From an optimization exercise on the open Yosys and OpenROAD flow, aimed at small area, a short achievable clock period and few clock cycles; shortcuts taken in it are not production practice.

## gamma
==> module Cordic, before the edit <==
module Cordic #(parameter DW=16, AW=4)(
	input                  clk, rst, en,
	output                 done,
	input  signed [DW-1:0] z,
	output signed [DW-1:0] x,y);
	reg signed [15:0] X, Y;
	reg        [15:0] Z;
	reg        [3:0]  hz, lz;    
	reg        [3:0]  ly;        
	reg               px, ny;    
	reg               busy, done_r;
	wire        [15:0] AtanValue;
	AtanROM #(.DW(16)) UUT (.hi(hz), .lo(lz), .AtanValue(AtanValue));
	wire        last  = hz[3] & lz[1];           
	wire        step  = busy & ~last;
	always @ (posedge clk, posedge rst)
		if (rst) begin
			busy   <= 1'b0;
			done_r <= 1'b0;
		end else begin
			busy   <= busy ? ~last : en;
			done_r <= busy & last;
		end
	always @ (posedge clk) begin
		lz <= step ? {lz[2:0], lz[3]} : 4'b0001;
		ly <= step ? {ly[2:0], ly[3]} : 4'b0001;
		hz <= step ? (lz[3] ? {hz[2:0], hz[3]} : hz) : 4'b0001;
	end
	function [14:0] shr(input [14:0] a, input [3:0] h1, input [3:0] l1);
		reg [14:0] s;
		begin
			s =   ({15{l1[0]}} & a)
			    | ({15{l1[1]}} & {{1{a[14]}}, a[14:1]})
			    | ({15{l1[2]}} & {{2{a[14]}}, a[14:2]})
			    | ({15{l1[3]}} & {{3{a[14]}}, a[14:3]});
			shr = ({15{h1[0]}} & s)
			    | ({15{h1[1]}} & {{4{s[14]}}, s[14:4]})
			    | ({15{h1[2]}} & {{8{s[14]}}, s[14:8]})
			    | ({15{h1[3]}} & {{12{s[14]}}, s[14:12]});
		end
	endfunction
	function [15:0] add16(input [15:0] a, input [15:0] b, input ci);
		reg [15:0] g, p, gg, pp;
		integer i, k;
		begin
			g = a & b;
			p = a ^ b;
			gg = g; pp = p;
			gg[0] = g[0] | (p[0] & ci);
			for (k = 1; k < 16; k = k * 2)
				for (i = 0; i < 16; i = i + 1)
					if (i & k) begin
						gg[i] = gg[i] | (pp[i] & gg[(i & ~(k - 1)) - 1]);
						pp[i] = pp[i] & pp[(i & ~(k - 1)) - 1];
					end
			add16 = p ^ {gg[14:0], ci};
		end
	endfunction
	wire               first = hz[0] & lz[0];       
	wire               pz  = ~Z[15];
	wire        [15:0] yc  = Y ^ {16{px}};
	wire        [15:0] xc  = X ^ {16{ny}};
	wire        [14:0] ysh = shr(yc[15:1], hz, lz);
	wire        [14:0] xsh = shr(xc[15:1], hz, ly);
	wire        [15:0] xi  = add16(X, {ysh[14], ysh}, px);
	wire        [15:0] yi  = add16(Y, {xsh[14], xsh}, ny);
	reg         [15:0] k01;
	always @ (*)
		case ({Z[15], px})
			2'b01:   k01 = 16'h0000 - 16'h3244 - 16'h1dac;
			2'b00:   k01 = 16'h0000 - 16'h3244 + 16'h1dac;
			2'b11:   k01 = 16'h3244 - 16'h1dac;
			default: k01 = 16'h3244 + 16'h1dac;
		endcase
	wire        [15:0] zb  = first ? k01 : AtanValue ^ {16{pz}};
	wire        [15:0] zi  = add16(Z, zb, pz & ~first);
	wire               p1  = z[15] ? (z >= 16'hcdbc) : (z >= 16'h3244);
	wire        [15:0] zn  = busy ? zi : z;
	always @ (posedge clk) begin
		X  <= busy ? xi : 16'h26dd;
		Y  <= busy ? yi : (z[15] ? 16'hd923 : 16'h26dd);
		Z  <= zn;
		px <= busy ? ~zi[15] : p1;
		ny <= busy ? zi[15] : ~p1;
	end
	assign done = done_r;
	assign x = X;
	assign y = Y;
endmodule
clock: 8.0 ns
lec_check: 0
abc_area: 1
cap_margin: 20
core_margin: 2
core_utilization: 60
setup_slack_margin: 5
slew_margin: 20
standard.sh (not shown) runs the stock make flow with config.mk's settings and CLKGATE_MAP_FILE= SYNTH_SCRIPT=/design/flow/synth_recipe.tcl, a recipe that flattens the netlist after the stock synthesis.
==> flow/flow/run.sh <==
#!/bin/bash
# The standard layout with two changes: adders are left to abc as plain
# gates (no full/half adder cells, ADDER_MAP_FILE empty), and the ports are
# buffered by the smallest buffer instead of the delay cell buffer_ports
# picks by default. Synthesis is otherwise the standard one (synth_recipe.tcl:
# no fsm or share pass, flattened, function nets renamed), so the registers
# and their names are the standard synthesis's. The whole output goes to
# flow.log here; each ORFS step also keeps its own log under orfs/logs/.
set -euo pipefail
export ADDER_MAP_FILE=
export BUFFER_PORTS_ARGS="-buffer_cell sky130_fd_sc_hd__buf_1"
bash standard.sh finish > flow.log 2>&1
For delta, these inputs were changed with respect to gamma:
-- flow/design.v --
<<< gamma, line 32
	reg signed [15:0] X, Y;
	reg        [15:0] Z;
	reg        [3:0]  hz, lz;    
	reg        [3:0]  ly;        
	reg               px, ny;    
	reg               busy, done_r;
>>> delta, line 32
	reg signed [15:0] X, Y;
	reg        [15:0] Z;
	reg        [3:0]  hz, lzn;   
	wire       [3:0]  lz = ~lzn;
	reg               px, ny;    
	reg               busy, done_r;
<<< gamma, line 49
		end
	always @ (posedge clk) begin
		lz <= step ? {lz[2:0], lz[3]} : 4'b0001;
		ly <= step ? {ly[2:0], ly[3]} : 4'b0001;
		hz <= step ? (lz[3] ? {hz[2:0], hz[3]} : hz) : 4'b0001;
	end
>>> delta, line 49
		end
	always @ (posedge clk) begin
		lzn <= step ? {lzn[2:0], lzn[3]} : 4'b1110;
		hz <= step ? (lz[3] ? {hz[2:0], hz[3]} : hz) : 4'b0001;
	end
<<< gamma, line 88
	wire        [15:0] xc  = X ^ {16{ny}};
	wire        [14:0] ysh = shr(yc[15:1], hz, lz);
	wire        [14:0] xsh = shr(xc[15:1], hz, ly);
	wire        [15:0] xi  = add16(X, {ysh[14], ysh}, px);
	wire        [15:0] yi  = add16(Y, {xsh[14], xsh}, ny);
>>> delta, line 87
	wire        [15:0] xc  = X ^ {16{ny}};
	wire        [14:0] ysh = shr(yc[15:1], hz, lz);
	wire        [14:0] xsh = shr(xc[15:1], hz, lz);
	wire        [15:0] xi  = add16(X, {ysh[14], ysh}, px);
	wire        [15:0] yi  = add16(Y, {xsh[14], xsh}, ny);
## What came out
- Summary of delta over gamma: layout cell share with drive strength beyond 1 went up by 0.39 points, synthesized-area fraction occupied by ao, oa, aoi and oai cells now smaller.
- Delta (delta minus gamma): post-layout utilization of the core about even; post-synthesis net count rose 6.
- Higher share of synthesized registers carrying an async set or reset was reported by delta, not gamma.
- Capture point of the critical path: px -> delta, X[9] -> gamma
- Against gamma as the reference, delta delivers a higher count of cells along the worst hold path.
- Against gamma, delta reports a met3 global-route usage that is higher.
No functional check of the RTL was part of any run of this note.

static timing again, ports no longer ideal:
In the flow no input, the clock included, has a driving cell. The finished layouts below were timed again as built, in two steps. Step 1 (the two cells are an assumption about what drives the block):
set clk [get_ports {clk}]
set_driving_cell -lib_cell sky130_fd_sc_hd__clkbuf_16 $clk
set_driving_cell -lib_cell sky130_fd_sc_hd__buf_2 [delete_from_list [all_inputs] $clk]
Step 2 times the ports against the registers' clock, not the clock port: input delays grow and output delays shrink by t, the midpoint of the rising clock arrivals with the driver on. Three values: no drivers, after step 1, after step 2; two values: the first two.
run	shift t [ns]	slack for setup (ns)	hold slack, ns	clock arrival spread, ns	cell pins on the clock port's net
gamma	0.413	5.324 / 5.295 / 5.179	0.597 / 0.597 / 0.597	0.012 / 0.012	1
delta	0.404	5.232 / 5.232 / 4.986	0.574 / 0.574 / 0.574	0.008 / 0.008	1
After both steps every run listed still meets setup and hold. For delta, which loses most, drivers alone change the setup slack by 0.000 ns; drivers and shift together by -0.246 ns.
